Source: an optimization exercise on an open RTL-to-GDS flow (aim: small area). Production flows keep margins and buffers that such runs may drop.
Function was checked by simulation only, so behaviour that the tests miss may differ from the original.
Power and IR drop assume default switching activity.

Setup of run 1:
## DigitalLock
module DigitalLock #(
	parameter PASSWORD_LENGTH = 5,
	parameter NUM_DISPLAYS = 6,
	parameter MAX_IDLE = 1000
)(
	input clock,
	input reset,
	input [3:0] key,
	output LED_locked,
	output LED_error,
	output LED_ep,
	output LED_cp,
	output LED_unlocked,
	output LED_reset,
	output [(7*NUM_DISPLAYS)-1:0] seven_seg
);
localparam [1:0] PH_DIGIT = 2'd0, PH_CHECK = 2'd1, PH_RET_OK = 2'd2, PH_RET_BAD = 2'd3;
function [9:0] lfsr_next(input [9:0] s);
	lfsr_next = {s[8:0], ~(s[9] ^ s[6])};
endfunction
function [9:0] lfsr_after(input integer n);
	integer j;
	reg [9:0] s;
	begin
		s = 10'd0;
		for (j = 0; j < n; j = j + 1) s = lfsr_next(s);
		lfsr_after = s;
	end
endfunction
localparam [9:0] IDLE_END = lfsr_after(MAX_IDLE);
wire [3:0] pressed = ~key;
reg dly;
reg S, E, Er, f;
reg [1:0] ph;
reg [19:0] temp, password;
reg [9:0] cnt;
wire ev   = ~dly & (|pressed);
wire tmo  = E & (cnt == IDLE_END);
wire full = |temp[19:16];
wire done = E & (ph == PH_CHECK) & full;
always @(posedge clock) dly <= |pressed;
always @(posedge clock) begin
	if (E & (ph == PH_DIGIT) & ~ev & ~tmo)
		cnt <= lfsr_next(cnt);
	else
		cnt <= 10'd0;
end
always @(posedge clock) begin
	if (~E | done)
		temp <= 20'd0;
	else if ((ph == PH_DIGIT) & ev)
		temp <= {temp[15:0], pressed};
end
always @(posedge clock) begin
	if (done & ~S & ~f)
		password <= temp;
end
always @(posedge clock) begin
	if (~E)
		ph <= PH_DIGIT;
	else case (ph)
  ...
Size: ~2900 um2 of cells after synthesis.
clock: 12.0 ns
lec_check: 0
abc_area: 1
cap_margin: 20
core_margin: 2
core_utilization: 40
slew_margin: 20
standard.sh (not shown) runs the stock make flow with config.mk's settings and CLKGATE_MAP_FILE= SYNTH_SCRIPT=/design/flow/synth_recipe.tcl, a recipe that flattens the netlist after the stock synthesis.
==> flow/flow/run.sh <==
#!/bin/bash
# Own flow: the standard layout (standard.sh) with these changes passed to ORFS's make:
#  - ADDER_MAP_FILE empty: no half/full-adder extraction in synthesis (the design has no
#    adders; extraction only turned decoder gates into half-adder cells);
#  - an area-oriented ABC script (flow/abc_area.script) in a copy of ORFS's scripts folder;
#  - port buffers are buf_1 cells;
#  - a clock tree of small clock buffers without dummy loads.
# Everything else, registers included, is the standard flow. make's full output goes to
# run_make.log here, and ORFS keeps each step's log under orfs/logs/.
set -euo pipefail
cd "$(dirname "$0")/.."
rm -rf scripts_own
cp -r "$FLOW_HOME/scripts" scripts_own
cp flow/abc_area.script scripts_own/abc_area.script
bash standard.sh \
  SCRIPTS_DIR="$PWD/scripts_own" \
  ADDER_MAP_FILE= \
  "BUFFER_PORTS_ARGS=-buffer_cell sky130_fd_sc_hd__buf_1" \
  "CTS_ARGS=-sink_clustering_enable -repair_clock_nets -dont_use_dummy_load -root_buf sky130_fd_sc_hd__clkbuf_4 -buf_list sky130_fd_sc_hd__clkbuf_4 -sink_clustering_size 20 -sink_clustering_max_diameter 100" \
  finish > run_make.log 2>&1
==> flow/flow/abc_area.script <==
strash
dch
amap
strash
dch
amap
topo
The final layout from run 1, which completed every stage, passed the timing, DRC and antenna checks at the end of the flow.
The inputs of run 2 differ from those of run 1 as listed below.
- a deleted ABC_AREA that had been 1
==> flow/run.sh (new file) <==
#!/bin/bash
# synth_recipe.tcl (not shown) runs the flow's synth.tcl, then flattens the netlist and writes it again
# the make line also repeats each setting of config.mk as NAME=value (left out here)
make -C /OpenROAD-flow-scripts/flow DESIGN_CONFIG=/design/flow/config.mk WORK_HOME=/design/flow/orfs CLKGATE_MAP_FILE= SYNTH_SCRIPT=/design/flow/synth_recipe.tcl finish
removed: flow/flow/run.sh
removed: flow/flow/abc_area.script
removed: flow/standard.sh
### Flow results
Run 2 finished every stage and its layout cleared the timing, DRC and antenna checks. The capture point of the worst path comes out seven_seg[1] in one run and seven_seg[22] in the other, namely in run 1 and run 2 respectively. Final worst clock skew (higher): run 1. Routed wire length in run 2 is 30% above run 1. Relative to run 1, depth of the worst register-to-register path decreased by 2 in run 2. Run 2: final critical-path required period is 1.47 ns higher than what run 1 reported. Worst-margin pin slew in run 2 vs run 1: down 0.084 ns. Run 2 consumes more power than run 1 does. Compare run 1 and run 2 | met1 layer wirelength in the final routing higher: run 2. Comparing run 1 and run 2, the higher post-synthesis adder-cell area fraction is on run 2. Group drawing the most power = combinational logic: run 2; group drawing the most power = registers: run 1.
Inputs modified between run 2 and run 3:
- setting ABC_AREA to 1 for the first time
==> flow/flow/run.sh (new file) <==
#!/bin/bash
# Own flow: the standard layout (standard.sh) with these changes passed to ORFS's make:
#  - ADDER_MAP_FILE empty: no half/full-adder extraction in synthesis (the design has no
#    adders; extraction only turned decoder gates into half-adder cells);
#  - an area-oriented ABC script (flow/abc_area.script) in a copy of ORFS's scripts folder;
#  - port buffers are buf_1 cells;
#  - a clock tree of small clock buffers without dummy loads.
# Everything else, registers included, is the standard flow. make's full output goes to
# run_make.log here, and ORFS keeps each step's log under orfs/logs/.
set -euo pipefail
cd "$(dirname "$0")/.."
rm -rf scripts_own
cp -r "$FLOW_HOME/scripts" scripts_own
cp flow/abc_area.script scripts_own/abc_area.script
bash standard.sh \
  SCRIPTS_DIR="$PWD/scripts_own" \
  ADDER_MAP_FILE= \
  "BUFFER_PORTS_ARGS=-buffer_cell sky130_fd_sc_hd__buf_1" \
  "CTS_ARGS=-sink_clustering_enable -repair_clock_nets -dont_use_dummy_load -root_buf sky130_fd_sc_hd__clkbuf_8 -buf_list sky130_fd_sc_hd__clkbuf_4 -sink_clustering_size 15 -sink_clustering_max_diameter 150" \
  finish > run_make.log 2>&1
==> flow/flow/abc_area.script (new file) <==
strash
dch
amap
strash
dch
amap
topo
==> flow/standard.sh (new file) <==
#!/bin/bash
# synth_recipe.tcl (not shown) runs the flow's synth.tcl, then flattens the netlist and writes it again
# the make line also repeats each setting of config.mk as NAME=value (left out here)
make -C /OpenROAD-flow-scripts/flow DESIGN_CONFIG=/design/flow/config.mk WORK_HOME=/design/flow/orfs CLKGATE_MAP_FILE= SYNTH_SCRIPT=/design/flow/synth_recipe.tcl "${@:-finish}"
removed: flow/run.sh
Findings:
Max total of clock buffers placed in the layout across run 2 and run 3: run 2. When run 3 is set beside run 2, its post-layout worst setup margin turns out to be 1.47 ns larger. On logic gate share of total power, the higher figure sits with run 2, not run 3. Compared with run 2, in run 3 count of flip-flops with a built-in enable after synthesis was more or less identical; die boundary width went down 15%. Relative to run 2, the switching component of the power measured on run 3 has increased by a few percent. [compare] base=run 2 new=run 3: worst-skew pair later-pin latency about even, clock power share about even, aggregate routed wire length fell about 22%. Of the two values seen for termination of the worst setup path, seven_seg[22] was produced by run 2 and seven_seg[1] by run 3.
### run 3 -> run 4
==> flow/flow/run.sh <==
#!/bin/bash
# Own flow: the standard layout (standard.sh) with three changes passed to ORFS's make:
#  - ADDER_MAP_FILE empty: no half/full-adder extraction in synthesis (the design has no
#    adders; extraction only turned decoder gates into half-adder cells);
#  - port buffers are buf_1 cells;
#  - clock tree of small clock buffers without dummy loads.
# Registers and synthesis are otherwise the standard ones.
set -euo pipefail
cd "$(dirname "$0")/.."
bash standard.sh \
  ADDER_MAP_FILE= \
  "BUFFER_PORTS_ARGS=-buffer_cell sky130_fd_sc_hd__buf_1" \
  finish > run_make.log 2>&1
removed: flow/flow/abc_area.script
### Flow results
- Run 4 finished every stage and its layout cleared the timing, DRC and antenna checks.
- Clock power, run 3 and run 4: smaller value in run 3
- Taking run 4 as 1.0, run 3 lands at 0.889 on total chip power.
- From run 3 to run 4 the numbers moved as follows: die footprint now larger, global-route usage over all layers dropped 1.0 points, worst setup slack rose 0.55 ns, core utilization about even, maximum frequency increased about 9%.
- Routed wire in run 4 totals more than in run 3.
- Per the comparison of run 4 with run 3, total placed cells including tap cells saw an increase; part of the Yosys area used for sequential elements went down by 7.2 points.
- Relative to run 3, worst max-slew margin expressed relative to the limit has increased by 18 points in run 4.
Inputs modified between run 4 and run 5:
==> flow/flow/run.sh <==
#!/bin/bash
# Own flow: the standard layout (standard.sh) with these changes passed to ORFS's make:
#  - ADDER_MAP_FILE empty: no half/full-adder extraction in synthesis (the design has no
#    adders; extraction only turned decoder gates into half-adder cells);
#  - an area-oriented ABC script (flow/abc_area.script) in a copy of ORFS's scripts folder;
#  - port buffers are buf_1 cells;
#  - a clock tree of small clock buffers without dummy loads.
# Everything else, registers included, is the standard flow.
set -euo pipefail
cd "$(dirname "$0")/.."
rm -rf scripts_own
cp -r "$FLOW_HOME/scripts" scripts_own
cp flow/abc_area.script scripts_own/abc_area.script
bash standard.sh \
  SCRIPTS_DIR="$PWD/scripts_own" \
  ADDER_MAP_FILE= \
  "BUFFER_PORTS_ARGS=-buffer_cell sky130_fd_sc_hd__buf_1" \
  "CTS_ARGS=-sink_clustering_enable -repair_clock_nets -dont_use_dummy_load -root_buf sky130_fd_sc_hd__clkbuf_4 -buf_list sky130_fd_sc_hd__clkbuf_4 -sink_clustering_size 30" \
  finish > run_make.log 2>&1
==> flow/flow/abc_area.script (new file) <==
strash
dch
amap
strash
dch
amap
topo
--- outcome ---
Diff run 4 -> run 5 | share of the yosys chip area belonging to registers | increase of 7.2 points. From run 4 to run 5 the numbers moved as follows: non-clock buffer count saw a decrease, final worst slack saw a decrease, die area saw a decrease. Lower number of unique standard cell types used by synthesis goes to run 5 over run 4. Relative to run 4, clock network latency to the later pin of the worst-skew pair increased by 0.07 ns in run 5. Total wire length after detailed routing on run 5 is down relative to run 4. Re synthesis-to-finish area growth: run 5 is 0.45 points up on run 4. For the power share of the sequential group, run 5 came in 7.8 points higher than run 4 did.

[static timing again, ports no longer ideal]
How much do the figures lean on ideal ports? The routed layouts below were timed once more, with nothing changed but the port constraints. Step 1: set_driving_cell puts a clkbuf_16 on clock and a buf_2 on each other input, an assumption about the parent block. Step 2 adds t to the input delays and takes it off the output delays; t is the mean of the earliest and latest rising clock arrival at the registers after step 1. Input paths then give back, and output paths get back, about the clock's delay inside the block. a / b / c = ideal ports / drivers / drivers and shift; a / b = the first two.
run | t, ns | setup WS [ns] | worst setup path at the end | slew at the worst register clock pin (ns)
run 1 | 0.407 | 5.033 / 5.010 / 5.010 | input to output | 0.10 / 0.10
run 2 | 0.350 | 3.559 / 3.535 / 3.535 | input to output | 0.06 / 0.06
run 3 | 0.356 | 5.028 / 5.006 / 5.006 | input to output | 0.07 / 0.07
run 4 | 0.355 | 5.580 / 5.558 / 5.558 | input to output | 0.07 / 0.07
run 5 | 0.407 | 5.033 / 5.010 / 5.010 | input to output | 0.10 / 0.10
After both steps every run listed still meets setup and hold. For run 2, which loses most, drivers alone change the setup slack by -0.024 ns; drivers and shift together by -0.024 ns.
